Context: an optimization exercise on an open-source flow, tuned for small area and a short achievable clock period. The choices shown serve that exercise and are no tape-out recipe. Only simulation tests tie the RTL to the original design; equivalence was not proved.

Setup of run A:
// pipelined_array_multiplier
module pipelined_array_multiplier (
    input  logic        clk_i,
    input  logic        clk_en_i,
    input  logic        rst_n_i,
    input  logic [31:0] multiplicand_i,
    input  logic [31:0] multiplier_i,
    input  logic        data_valid_i,
    output logic [63:0] product_o,
    output logic        data_valid_o
);
Size: roughly 0.036 mm^2 of cells after synthesis.
clock: 11.0 ns
lec_check: 0
cap_margin: 20
core_margin: 2
core_utilization: 40
slew_margin: 20
synth_hierarchical: 1
synth_minimum_keep_size: 0
standard.sh (not shown) runs the stock make flow with config.mk's settings and CLKGATE_MAP_FILE= SYNTH_SCRIPT=/design/flow/synth_recipe.tcl, a recipe that flattens the netlist after the stock synthesis.
==> flow/flow/run.sh <==
#!/bin/bash
# Layout flow: the standard ORFS flow (standard.sh) with the standard
# synthesis unchanged, plus
#  - after floorplan, combinational cells downsized to their smallest drive
#    strength (flow/downsize.tcl), so that area is only spent where timing
#    repair asks for it;
#  - optionally a chosen buffer cell for the port buffers.
# Settings are in flow/settings.sh. Each tool's output goes to a log here.
set -euo pipefail
cd "$(dirname "$0")/.."
W=$PWD
source flow/settings.sh
args=()
if [[ "$DOWNSIZE" != "none" ]]; then
  args+=("POST_FLOORPLAN_TCL=$W/flow/downsize.tcl" "DOWNSIZE_FAMILIES=$DOWNSIZE")
fi
args+=("SETUP_SLACK_MARGIN=$SETUP_MARGIN")
if [[ -n "$PORT_BUFFER" ]]; then
  args+=("BUFFER_PORTS_ARGS=-buffer_cell $PORT_BUFFER")
fi
args+=($EXTRA)
bash standard.sh synth > flow_synth.log 2>&1
bash standard.sh "${args[@]}" finish > flow_layout.log 2>&1
==> flow/flow/downsize.tcl <==
# Downsize combinational cells to the smallest drive strength of their
# family (same function and footprint). Timing repair later sizes the
# critical ones back up. Registers and clock cells are left alone.
# DOWNSIZE_FAMILIES: space-separated family names (e.g. a22oi), or "all".
set families [expr {[info exists ::env(DOWNSIZE_FAMILIES)] ? $::env(DOWNSIZE_FAMILIES) : "all"}]
set skip {^(dfxtp|dfxbp|dfrtp|dfrbp|dfstp|dfbbp|dfsbp|dfrtn|dfbbn|edfxtp|edfxbp|sdf.*|sedf.*|dl.*|clk.*|conb|tap.*|fill.*|decap.*|diode.*|probe.*|lpflow.*)$}
set smallest [dict create]
set count 0
foreach inst [get_cells *] {
  set ref [get_property $inst ref_name]
  if {![regexp {^sky130_fd_sc_hd__(.+)_(\d+)$} $ref -> fam drive]} { continue }
  if {[regexp $skip $fam]} { continue }
  if {$families ne "all" && [lsearch -exact $families $fam] < 0} { continue }
  if {![dict exists $smallest $fam]} {
    set best ""
    set best_area 1e9
    foreach lc [get_lib_cells sky130_fd_sc_hd__${fam}_*] {
      set name [get_property $lc name]
      if {![regexp "^sky130_fd_sc_hd__${fam}_\\d+\$" $name]} { continue }
      if {[get_property $lc dont_use]} { continue }
      set a [get_property $lc area]
      if {$a < $best_area} { set best $name; set best_area $a }
    }
    dict set smallest $fam $best
  }
  set to [dict get $smallest $fam]
  if {$to ne "" && $to ne $ref} {
    replace_cell $inst $to
    incr count
  }
}
puts "downsize: replaced $count cells"
==> flow/flow/settings.sh <==
SETUP_MARGIN=7.45
DOWNSIZE="all"
PORT_BUFFER=sky130_fd_sc_hd__buf_2
EXTRA=""
--- input diff run A..run B ---
--- a/flow/flow/run.sh
+++ b/flow/flow/run.sh
@@ -6,0 +7,2 @@
+#  - optionally, timing repair also right after detailed placement
+#    (flow/place_repair.tcl);
@@ -17,0 +20,3 @@
+if [[ "${PLACE_REPAIR:-0}" == 1 ]]; then
+  args+=("POST_DETAIL_PLACE_TCL=$W/flow/place_repair.tcl")
+fi
==> flow/flow/place_repair.tcl (new file) <==
log_cmd estimate_parasitics -placement
repair_timing_helper -setup
detailed_placement
optimize_mirroring
log_cmd estimate_parasitics -placement
==> flow/flow/settings.sh <==
SETUP_MARGIN=7.55
DOWNSIZE="all"
PORT_BUFFER=sky130_fd_sc_hd__buf_2
PLACE_REPAIR=1
EXTRA=""
==> results.txt <==
Maximum frequency (run B vs. run A) increases slightly. On final routed wire length divided by cell count, run A tracks run B almost exactly. Run B — actual transition at the worst max-transition pin 0.079 ns lower, run A as reference.
## Diff of input files: run C against run B
--- a/flow/flow/settings.sh
+++ b/flow/flow/settings.sh
@@ -4,2 +4,2 @@
-PLACE_REPAIR=1
-EXTRA=""
+PLACE_REPAIR=0
+EXTRA="CTS_CLUSTER_SIZE=25 CTS_CLUSTER_DIAMETER=80 CORE_UTILIZATION=55"
==> comparison <==
- Run C vs run B on finished layout cell area: run C is the lower one.
- Summary: fmax, run C worse than run B
- Compared to run B, run C has sequential share of layout area 0.45 points higher.
- A critical path endpoint of p_q[55]$_DFFE_PP_ is what run C shows, while p_q[62]$_DFFE_PP_ belongs to run B.
The inputs of run D differ from those of run C as listed below.
==> flow/flow/settings.sh <==
SETUP_MARGIN=7.55
DOWNSIZE="all"
PORT_BUFFER=sky130_fd_sc_hd__buf_2
PLACE_REPAIR=0
EXTRA="CTS_CLUSTER_SIZE=20 CTS_CLUSTER_DIAMETER=60 CORE_UTILIZATION=55"
[summary]
Relative to run C, core utilization has gone up in run D.
Clock period minus worst slack improves in run D relative to run C.
In run D the final clock skew turned out 0.0032 ns lower than in run C.
From run C to run D, leftover overflow at the end of global routing did not move at all.
Changes observed in run D relative to run C: global-route usage rose by 0.21 points, routed wire length rose by 0.42%.

========
== nickel ==
Starting RTL as in the previous note.
Settings: LEC_CHECK=0, CAP_MARGIN=20, CORE_MARGIN=2, CORE_UTILIZATION=40, SLEW_MARGIN=20, SYNTH_HIERARCHICAL=1, SYNTH_MINIMUM_KEEP_SIZE=0; clock period 11.0 ns.
==> flow/flow/run.sh <==
#!/bin/bash
# Layout flow: the standard ORFS flow (standard.sh) with the standard
# synthesis unchanged, plus
#  - after floorplan, combinational cells downsized to their smallest drive
#    strength (flow/downsize.tcl), so that area is only spent where timing
#    repair asks for it;
#  - optionally, timing repair also right after detailed placement
#    (flow/place_repair.tcl);
#  - optionally a chosen buffer cell for the port buffers.
# Settings are in flow/settings.sh. Each tool's output goes to a log here.
set -euo pipefail
cd "$(dirname "$0")/.."
W=$PWD
source flow/settings.sh
args=()
if [[ "$DOWNSIZE" != "none" ]]; then
  args+=("POST_FLOORPLAN_TCL=$W/flow/downsize.tcl" "DOWNSIZE_FAMILIES=$DOWNSIZE")
fi
args+=("SETUP_SLACK_MARGIN=$SETUP_MARGIN")
if [[ "${PLACE_REPAIR:-0}" == 1 ]]; then
  args+=("POST_DETAIL_PLACE_TCL=$W/flow/place_repair.tcl")
fi
if [[ -n "$PORT_BUFFER" ]]; then
  args+=("BUFFER_PORTS_ARGS=-buffer_cell $PORT_BUFFER")
fi
args+=($EXTRA)
bash standard.sh synth > flow_synth.log 2>&1
bash standard.sh "${args[@]}" finish > flow_layout.log 2>&1
==> flow/flow/place_repair.tcl <==
log_cmd estimate_parasitics -placement
repair_timing_helper -setup
detailed_placement
optimize_mirroring
log_cmd estimate_parasitics -placement
==> flow/flow/settings.sh <==
SETUP_MARGIN=7.55
DOWNSIZE="all"
PORT_BUFFER=sky130_fd_sc_hd__buf_1
PLACE_REPAIR=0
EXTRA="CTS_CLUSTER_SIZE=30 CTS_CLUSTER_DIAMETER=100 CORE_UTILIZATION=55"
Scripts as last shown in full above: flow/flow/downsize.tcl
nickel did not stop at any stage, and its layout met the timing, design-rule and antenna checks.
Input-level comparison between quartz and nickel:
==> flow/flow/settings.sh <==
SETUP_MARGIN=7.55
DOWNSIZE="all"
PORT_BUFFER=sky130_fd_sc_hd__buf_2
PLACE_REPAIR=0
EXTRA="CTS_CLUSTER_SIZE=30 CTS_CLUSTER_DIAMETER=100 CORE_UTILIZATION=65"
### Flow results
Reported for nickel and quartz, CTS sink count turned out identical to the last digit.
Fraction of area in registers: quartz higher than nickel
The run showing the greater number of fillers in the final layout is nickel.
Delta (quartz minus nickel): growth of design area from synthesis to finish moved down, global-route usage over all layers +6.1 points.
[inputs] onyx vs quartz
==> flow/flow/settings.sh <==
SETUP_MARGIN=7.6
DOWNSIZE="all"
PORT_BUFFER=sky130_fd_sc_hd__buf_2
PLACE_REPAIR=0
EXTRA="CTS_CLUSTER_SIZE=30 CTS_CLUSTER_DIAMETER=100 CORE_UTILIZATION=65"
--- outcome ---
For routed wire length, onyx and quartz come out practically identical. Share of layout cells above drive strength 1 for onyx: 2.1 points up relative to quartz. onyx vs quartz — arrival time reported for the critical path endpoint rose 0.02 ns. Changes observed in onyx relative to quartz: via count stayed essentially flat, final-layout clock buffer total up 4.
Inputs modified between onyx and pepper:
==> flow/flow/settings.sh <==
SETUP_MARGIN=7.55
DOWNSIZE="all"
PORT_BUFFER=sky130_fd_sc_hd__buf_2
PLACE_REPAIR=0
EXTRA="CTS_CLUSTER_SIZE=30 CTS_CLUSTER_DIAMETER=100 CORE_UTILIZATION=60 PLACE_DENSITY=0.75"
Findings:
- The run showing the smaller path length in cells of the critical path is pepper.
- Re length in cells of the worst reg-to-reg path: pepper and onyx aren't equal, and the higher value belongs to onyx.
- The part of the cycle the worst path needs of pepper exceeds that of onyx by 0.22 points.
- Relative to onyx, the layout net count measured on pepper has decreased slightly.
- The number of cells in the design after placement in pepper was higher than what onyx gave.
- Of the two candidates, onyx has the worse post-place setup slack and pepper the better one.
- pepper — global-route usage 3.9 points lower, onyx as reference

==> separate check: timing with driven ports <==
The results above use ideal ports. As a check the final layouts listed here were re-extracted and re-timed, cells and wires unchanged.
Step 1: set_driving_cell puts a clkbuf_16 on clk_i and a buf_2 on each other input, an assumption about the parent block.
Step 2 adds t to the input delays and takes it off the output delays; t is the mean of the earliest and latest rising clock arrival at the registers after step 1. Input paths then give back, and output paths get back, about the clock's delay inside the block.
a / b / c = ideal ports / drivers / drivers and shift; a / b = the first two.
run | shift t [ns] | slack for setup (ns) | clock arrival spread, ns | worst data-port slew with drivers (ns) | cell pins on the clock port's net
run A | 0.645 | 7.476 / 7.476 / 7.057 | 0.024 / 0.024 | 0.06 | 1
run B | 0.635 | 7.527 / 7.527 / 7.049 | 0.029 / 0.029 | 0.06 | 1
run C | 0.651 | 7.484 / 7.484 / 7.030 | 0.024 / 0.024 | 0.05 | 1
run D | 0.627 | 7.511 / 7.511 / 7.093 | 0.021 / 0.021 | 0.05 | 1
nickel | 0.628 | 7.530 / 7.530 / 7.047 | 0.033 / 0.032 | 0.05 | 1
quartz | 0.635 | 7.555 / 7.532 / 7.033 | 0.018 / 0.017 | 0.05 | 1
onyx | 0.627 | 7.547 / 7.503 / 7.136 | 0.027 / 0.028 | 0.05 | 1
pepper | 0.631 | 7.523 / 7.517 / 6.998 | 0.047 / 0.047 | 0.05 | 1
After both steps every run listed still meets setup and hold. The setup slack of pepper, which loses most, moves by -0.006 ns with the drivers and by -0.525 ns with both steps.
